This is an optimization exercise on Yosys and OpenROAD, whose aim is small area, not a production implementation.
At most, simulation tests tie the RTL to the original design; equivalence was not proved.
Power is estimated from default activity; no workload was simulated.

==> flow/design.v <==
module top_motor(
    input i_clk, i_reset,
    input [2:0] i_button,
    output o_pwm,
    output [3:0] o_Led,
    output [7:0] o_font,
    output o_position
    );
    reg [6:0] r_div;
    wire w_tick = (r_div == 7'd99);    
    wire w_c13  = (r_div == 7'd62);    
    wire w_c26  = (r_div == 7'd102);   
    wire w_c39  = (r_div == 7'd60);    
    wire w_c46  = (r_div == 7'd40);    
    wire w_c50  = (r_div == 7'd6);     
    wire w_c89  = (r_div == 7'd93);    
    always @(posedge i_clk or posedge i_reset) begin
        if (i_reset) r_div <= 7'd12;
        else r_div <= {r_div[5:0], r_div[6] ^ r_div[0] ^ w_tick};
    end
    reg [49:1] r_ring_hi;
    reg r_ring_lo;
    wire [49:0] r_ring = {r_ring_hi, r_ring_lo};
    reg r_init;           
    reg [2:0] r_state;    
    reg [2:1] r_diff;     
    reg r_carry;          
    reg r_clear;          
    reg [1:0] r_act;      
    reg [3:0] r_level;    
    reg r_pwm;
    wire w_full = r_ring[46] & r_ring[42] & r_ring[41] & r_ring[40] & r_ring[37];           
    wire w_wrap_l = r_ring[49] & r_ring[48] & r_ring[44] & r_ring[43];                      
    wire w_wrap_h = r_ring[49] & r_ring[46];                                                
    wire w_step = w_tick ? (i_button[0] ^ r_state[0]) :
                  w_c13  ? r_diff[1] :
                  r_diff[2];
    wire w_start_n = w_tick | w_c13 | w_c26;
    wire w_clear = w_start_n ? (w_step & w_full) :
                   w_c39 ? w_wrap_l :
                   w_c46 ? (r_clear & w_wrap_h) :
                   w_c50 ? 1'b0 : r_clear;
    wire w_carry = w_start_n ? (w_step & ~w_full) :
                   w_c39 ? ~w_wrap_l :
                   w_c46 ? (r_clear & ~w_wrap_h) :
                   w_c50 ? 1'b0 : r_carry;
    wire w_head_run = ~w_clear & (r_ring[49] ^ w_carry);
    wire w_head = (r_init & ~w_tick) ? w_c89 : w_head_run;
    wire [2:0] w_flip = {w_c26, w_c13, w_tick} & {3{w_start_n & w_step & w_full}};
    wire [2:0] w_release = w_flip & r_state;
    reg [3:0] w_next_level;
    always @(*) begin
        case (r_act)
            2'd1: w_next_level = {1'b1, r_level[3:1]};
            2'd2: w_next_level = {r_level[2:0], 1'b0};
            2'd3: w_next_level = 4'b0000;
            default: w_next_level = r_level;
        endcase
    end
    wire [6:0] w_ql = {r_ring[4], r_ring[5], r_ring[6], r_ring[7], r_ring[8], r_ring[9], r_ring[10]};
    wire [3:0] w_qh = {r_ring[0], r_ring[1], r_ring[2], r_ring[3]};
    wire w_pwm_next = (w_next_level[3] & (w_qh < 4'd3)) | (w_next_level[2] & (w_qh < 4'd6)) |
                      (w_next_level[1] & ~w_qh[3]) | (w_next_level[0] & ~(w_qh == 4'd9 && w_ql == 7'd99));
    always @(posedge i_clk or posedge i_reset) begin
        if (i_reset) begin
            r_ring_lo <= 1'b0;
            r_init <= 1'b1;
            r_state <= 3'b000;
            r_act <= 2'd0;
            r_level <= 4'b0000;
            r_pwm <= 1'b0;
        end
        else begin
            r_ring_lo <= w_head;
            r_state <= r_state ^ w_flip;
            if (w_tick) begin
                r_init <= 1'b0;
                r_act <= w_release[0] ? 2'd1 : 2'd0;
                r_level <= w_next_level;
                r_pwm <= w_pwm_next;
            end
            else if (r_act == 2'd0) begin
                if (w_release[1]) r_act <= 2'd2;
                else if (w_release[2]) r_act <= 2'd3;
            end
        end
    end
    always @(posedge i_clk) begin
        r_ring_hi <= r_ring[48:0];
        r_carry <= w_carry & r_ring[49];
        r_clear <= w_clear;
        if (w_tick) r_diff <= i_button[2:1] ^ r_state[2:1];
    end
    wire t1 = r_level[3], t2 = r_level[2], t3 = r_level[1], t4 = r_level[0];
    wire l1 = t1 & ~t2;
    assign o_pwm = r_pwm;
    assign o_Led = r_level;
    assign o_font = {1'b1, ~t2, t1 & ~t4, l1 | t3, l1 | t4, t2 & ~t3, 1'b0, l1 | t4} | {8{i_reset}};
    assign o_position = 1'b0;
endmodule
clock: 10.0 ns
lec_check: 0
cap_margin: 20
core_margin: 2
core_utilization: 70
place_density: 0.8
slew_margin: 20
standard.sh (not shown) runs the stock make flow with config.mk's settings and CLKGATE_MAP_FILE= SYNTH_SCRIPT=/design/flow/synth_recipe.tcl, a recipe that flattens the netlist after the stock synthesis.
==> flow/flow/run.sh <==
#!/bin/bash
# Own layout flow: the standard ORFS flow with three changes:
#  - synthesis maps the logic with an area-oriented ABC script (flow/abc.script)
#    instead of ORFS's speed script; the rest of the synthesis is unchanged;
#  - port buffers are the smallest buffer cell;
#  - clock tree synthesis uses small clock buffers and no dummy loads.
# Every make run writes its full output to a log file in the work folder.
set -euo pipefail
W=$PWD
rm -rf "$W/scripts_area"
cp -r "$FLOW_HOME/scripts" "$W/scripts_area"
cp "$W/flow/abc.script" "$W/scripts_area/abc_speed.script"

bash standard.sh synth SCRIPTS_DIR="$W/scripts_area" > "$W/log_1_synth.txt" 2>&1
bash standard.sh floorplan place \
  BUFFER_PORTS_ARGS="-buffer_cell sky130_fd_sc_hd__buf_1" > "$W/log_2_place.txt" 2>&1
bash standard.sh cts \
  CTS_ARGS="-sink_clustering_enable -repair_clock_nets -buf_list sky130_fd_sc_hd__clkbuf_4 -dont_use_dummy_load" \
  > "$W/log_3_cts.txt" 2>&1
bash standard.sh finish > "$W/log_4_finish.txt" 2>&1
==> flow/flow/abc.script <==
strash
ifraig
dc2
strash
dch -f
amap
topo
Change:
--- a/flow/design.v
+++ b/flow/design.v
@@ -11,8 +11,7 @@
     wire w_c13  = (r_div == 7'd62);    
     wire w_c26  = (r_div == 7'd102);   
     wire w_c39  = (r_div == 7'd60);    
-    wire w_c46  = (r_div == 7'd40);    
-    wire w_c50  = (r_div == 7'd6);     
+    wire w_c49  = (r_div == 7'd67);    
     wire w_c89  = (r_div == 7'd93);    
     always @(posedge i_clk or posedge i_reset) begin
         if (i_reset) r_div <= 7'd12;
@@ -30,20 +29,17 @@
     reg [3:0] r_level;    
     reg r_pwm;
     wire w_full = r_ring[46] & r_ring[42] & r_ring[41] & r_ring[40] & r_ring[37];           
-    wire w_wrap_l = r_ring[49] & r_ring[48] & r_ring[44] & r_ring[43];                      
-    wire w_wrap_h = r_ring[49] & r_ring[46];                                                
+    wire w_wrap = &{r_ring[49:47], r_ring[44:40]};                                          
     wire w_step = w_tick ? (i_button[0] ^ r_state[0]) :
                   w_c13  ? r_diff[1] :
                   r_diff[2];
     wire w_start_n = w_tick | w_c13 | w_c26;
     wire w_clear = w_start_n ? (w_step & w_full) :
-                   w_c39 ? w_wrap_l :
-                   w_c46 ? (r_clear & w_wrap_h) :
-                   w_c50 ? 1'b0 : r_clear;
+                   w_c39 ? w_wrap :
+                   w_c49 ? 1'b0 : r_clear;
     wire w_carry = w_start_n ? (w_step & ~w_full) :
-                   w_c39 ? ~w_wrap_l :
-                   w_c46 ? (r_clear & ~w_wrap_h) :
-                   w_c50 ? 1'b0 : r_carry;
+                   w_c39 ? ~w_wrap :
+                   w_c49 ? 1'b0 : r_carry;
     wire w_head_run = ~w_clear & (r_ring[49] ^ w_carry);
     wire w_head = (r_init & ~w_tick) ? w_c89 : w_head_run;
     wire [2:0] w_flip = {w_c26, w_c13, w_tick} & {3{w_start_n & w_step & w_full}};
@@ -57,10 +53,10 @@
             default: w_next_level = r_level;
         endcase
     end
-    wire [6:0] w_ql = {r_ring[4], r_ring[5], r_ring[6], r_ring[7], r_ring[8], r_ring[9], r_ring[10]};
-    wire [3:0] w_qh = {r_ring[0], r_ring[1], r_ring[2], r_ring[3]};
-    wire w_pwm_next = (w_next_level[3] & (w_qh < 4'd3)) | (w_next_level[2] & (w_qh < 4'd6)) |
-                      (w_next_level[1] & ~w_qh[3]) | (w_next_level[0] & ~(w_qh == 4'd9 && w_ql == 7'd99));
+    wire [9:0] w_q = {r_ring[1], r_ring[2], r_ring[3], r_ring[4], r_ring[5],
+                      r_ring[6], r_ring[7], r_ring[8], r_ring[9], r_ring[10]};
+    wire w_pwm_next = (w_next_level[3] & (w_q < 10'd300)) | (w_next_level[2] & (w_q < 10'd600)) |
+                      (w_next_level[1] & (w_q < 10'd800)) | (w_next_level[0] & (w_q != 10'd999));
     always @(posedge i_clk or posedge i_reset) begin
         if (i_reset) begin
             r_ring_lo <= 1'b0;
Result:
- The new run ran to the end with no violations
- power drops by 0.98%
- synthesized area climbs by 0.57%
- sequential cell count is unchanged
- wire length drops by 3.7%
- final area climbs by 0.82%
- via count climbs by 1.0%
- worst setup slack got worse by 18 ps
Only the layout flow was run in the first run of this note; the RTL was not checked for function there.


## epsilon
RTL: the design.v shown in full above, as it stands there.
clock: 10.0 ns
lec_check: 0
cap_margin: 20
core_margin: 2
core_utilization: 70
place_density: 0.8
slew_margin: 20
==> flow/flow/abc.script <==
strash
&get -n
&deepsyn -T 20
&put
dch -f
amap
topo
Scripts as last shown in full above: flow/flow/run.sh
[inputs] gamma vs epsilon
-- flow/design.v --
<<< epsilon, line 12
    wire w_c26  = (r_div == 7'd102);   
    wire w_c39  = (r_div == 7'd60);    
    wire w_c46  = (r_div == 7'd40);    
    wire w_c50  = (r_div == 7'd6);     
    wire w_c89  = (r_div == 7'd93);    
    always @(posedge i_clk or posedge i_reset) begin
>>> gamma, line 12
    wire w_c26  = (r_div == 7'd102);   
    wire w_c39  = (r_div == 7'd60);    
    wire w_c49  = (r_div == 7'd67);    
    wire w_c89  = (r_div == 7'd93);    
    always @(posedge i_clk or posedge i_reset) begin
<<< epsilon, line 31
    reg r_pwm;
    wire w_full = r_ring[46] & r_ring[42] & r_ring[41] & r_ring[40] & r_ring[37];           
    wire w_wrap_l = r_ring[49] & r_ring[48] & r_ring[44] & r_ring[43];                      
    wire w_wrap_h = r_ring[49] & r_ring[46];                                                
    wire w_step = w_tick ? (i_button[0] ^ r_state[0]) :
                  w_c13  ? r_diff[1] :
>>> gamma, line 30
    reg r_pwm;
    wire w_full = r_ring[46] & r_ring[42] & r_ring[41] & r_ring[40] & r_ring[37];           
    wire w_wrap = &{r_ring[49:47], r_ring[44:40]};                                          
    wire w_step = w_tick ? (i_button[0] ^ r_state[0]) :
                  w_c13  ? r_diff[1] :
<<< epsilon, line 38
    wire w_start_n = w_tick | w_c13 | w_c26;
    wire w_clear = w_start_n ? (w_step & w_full) :
                   w_c39 ? w_wrap_l :
                   w_c46 ? (r_clear & w_wrap_h) :
                   w_c50 ? 1'b0 : r_clear;
    wire w_carry = w_start_n ? (w_step & ~w_full) :
                   w_c39 ? ~w_wrap_l :
                   w_c46 ? (r_clear & ~w_wrap_h) :
                   w_c50 ? 1'b0 : r_carry;
    wire w_head_run = ~w_clear & (r_ring[49] ^ w_carry);
    wire w_head = (r_init & ~w_tick) ? w_c89 : w_head_run;
>>> gamma, line 36
    wire w_start_n = w_tick | w_c13 | w_c26;
    wire w_clear = w_start_n ? (w_step & w_full) :
                   w_c39 ? w_wrap :
                   w_c49 ? 1'b0 : r_clear;
    wire w_carry = w_start_n ? (w_step & ~w_full) :
                   w_c39 ? ~w_wrap :
                   w_c49 ? 1'b0 : r_carry;
    wire w_head_run = ~w_clear & (r_ring[49] ^ w_carry);
    wire w_head = (r_init & ~w_tick) ? w_c89 : w_head_run;
<<< epsilon, line 58
        endcase
    end
    wire [6:0] w_ql = {r_ring[4], r_ring[5], r_ring[6], r_ring[7], r_ring[8], r_ring[9], r_ring[10]};
    wire [3:0] w_qh = {r_ring[0], r_ring[1], r_ring[2], r_ring[3]};
    wire w_pwm_next = (w_next_level[3] & (w_qh < 4'd3)) | (w_next_level[2] & (w_qh < 4'd6)) |
                      (w_next_level[1] & ~w_qh[3]) | (w_next_level[0] & ~(w_qh == 4'd9 && w_ql == 7'd99));
    always @(posedge i_clk or posedge i_reset) begin
        if (i_reset) begin
>>> gamma, line 54
        endcase
    end
    wire [9:0] w_q = {r_ring[1], r_ring[2], r_ring[3], r_ring[4], r_ring[5],
                      r_ring[6], r_ring[7], r_ring[8], r_ring[9], r_ring[10]};
    wire w_pwm_next = (w_next_level[3] & (w_q < 10'd300)) | (w_next_level[2] & (w_q < 10'd600)) |
                      (w_next_level[1] & (w_q < 10'd800)) | (w_next_level[0] & (w_q != 10'd999));
    always @(posedge i_clk or posedge i_reset) begin
        if (i_reset) begin
==> comparison <==
The share of total power in the clock network of gamma exceeds that of epsilon by 0.2 points. The part of the total power dissipated in combinational logic was comparable across gamma and epsilon. Taking epsilon as the reference, in gamma met1 demand-to-capacity share in global routing went down 1.9 points; global placement routability congestion went up 4.0%; wire length of the first global-routing pass held; final critical delay including setup and external delays went down 0.078 ns. epsilon → gamma: number of placed instances, taps included now smaller, total inserted antenna cells stayed essentially flat, final-layout non-clock buffer area share down 0.30 points, number of nets in the layout went down, via count lower. Taking epsilon as the reference point, the count of non-CTS buffers in the layout of gamma falls by 1.
Only the layout flow was run in epsilon; the RTL was not checked for function there.

[separate check: timing with driven ports]
The flow's constraints put no driver on any port. The routed layouts listed below were extracted and timed again, unchanged, in two steps. Step 1: set_driving_cell puts a clkbuf_16 on i_clk and a buf_2 on each other input, an assumption about the parent block. Step 2 times the ports against the registers' clock, not the clock port: input delays grow and output delays shrink by t, the midpoint of the rising clock arrivals with the driver on. a / b / c = no drivers / after step 1 / after step 2; a / b = the first two.
| run | t (ns) | setup WS [ns] | worst hold slack (ns) |
|---|---|---|---|
| the first run of note 1 | 0.393 | 4.878 / 4.852 / 4.852 | 0.328 / 0.328 / 0.328 |
| the second run of note 1 | 0.398 | 4.860 / 4.838 / 4.838 | 0.323 / 0.323 / 0.323 |
| epsilon | 0.407 | 4.667 / 4.642 / 4.642 | 0.317 / 0.317 / 0.317 |
| gamma | 0.404 | 4.744 / 4.722 / 4.722 | 0.305 / 0.305 / 0.305 |
After both steps setup and hold are still met in every run listed. The setup slack of the first run of note 1, which loses most, moves by -0.026 ns with the drivers and by -0.026 ns with both steps.
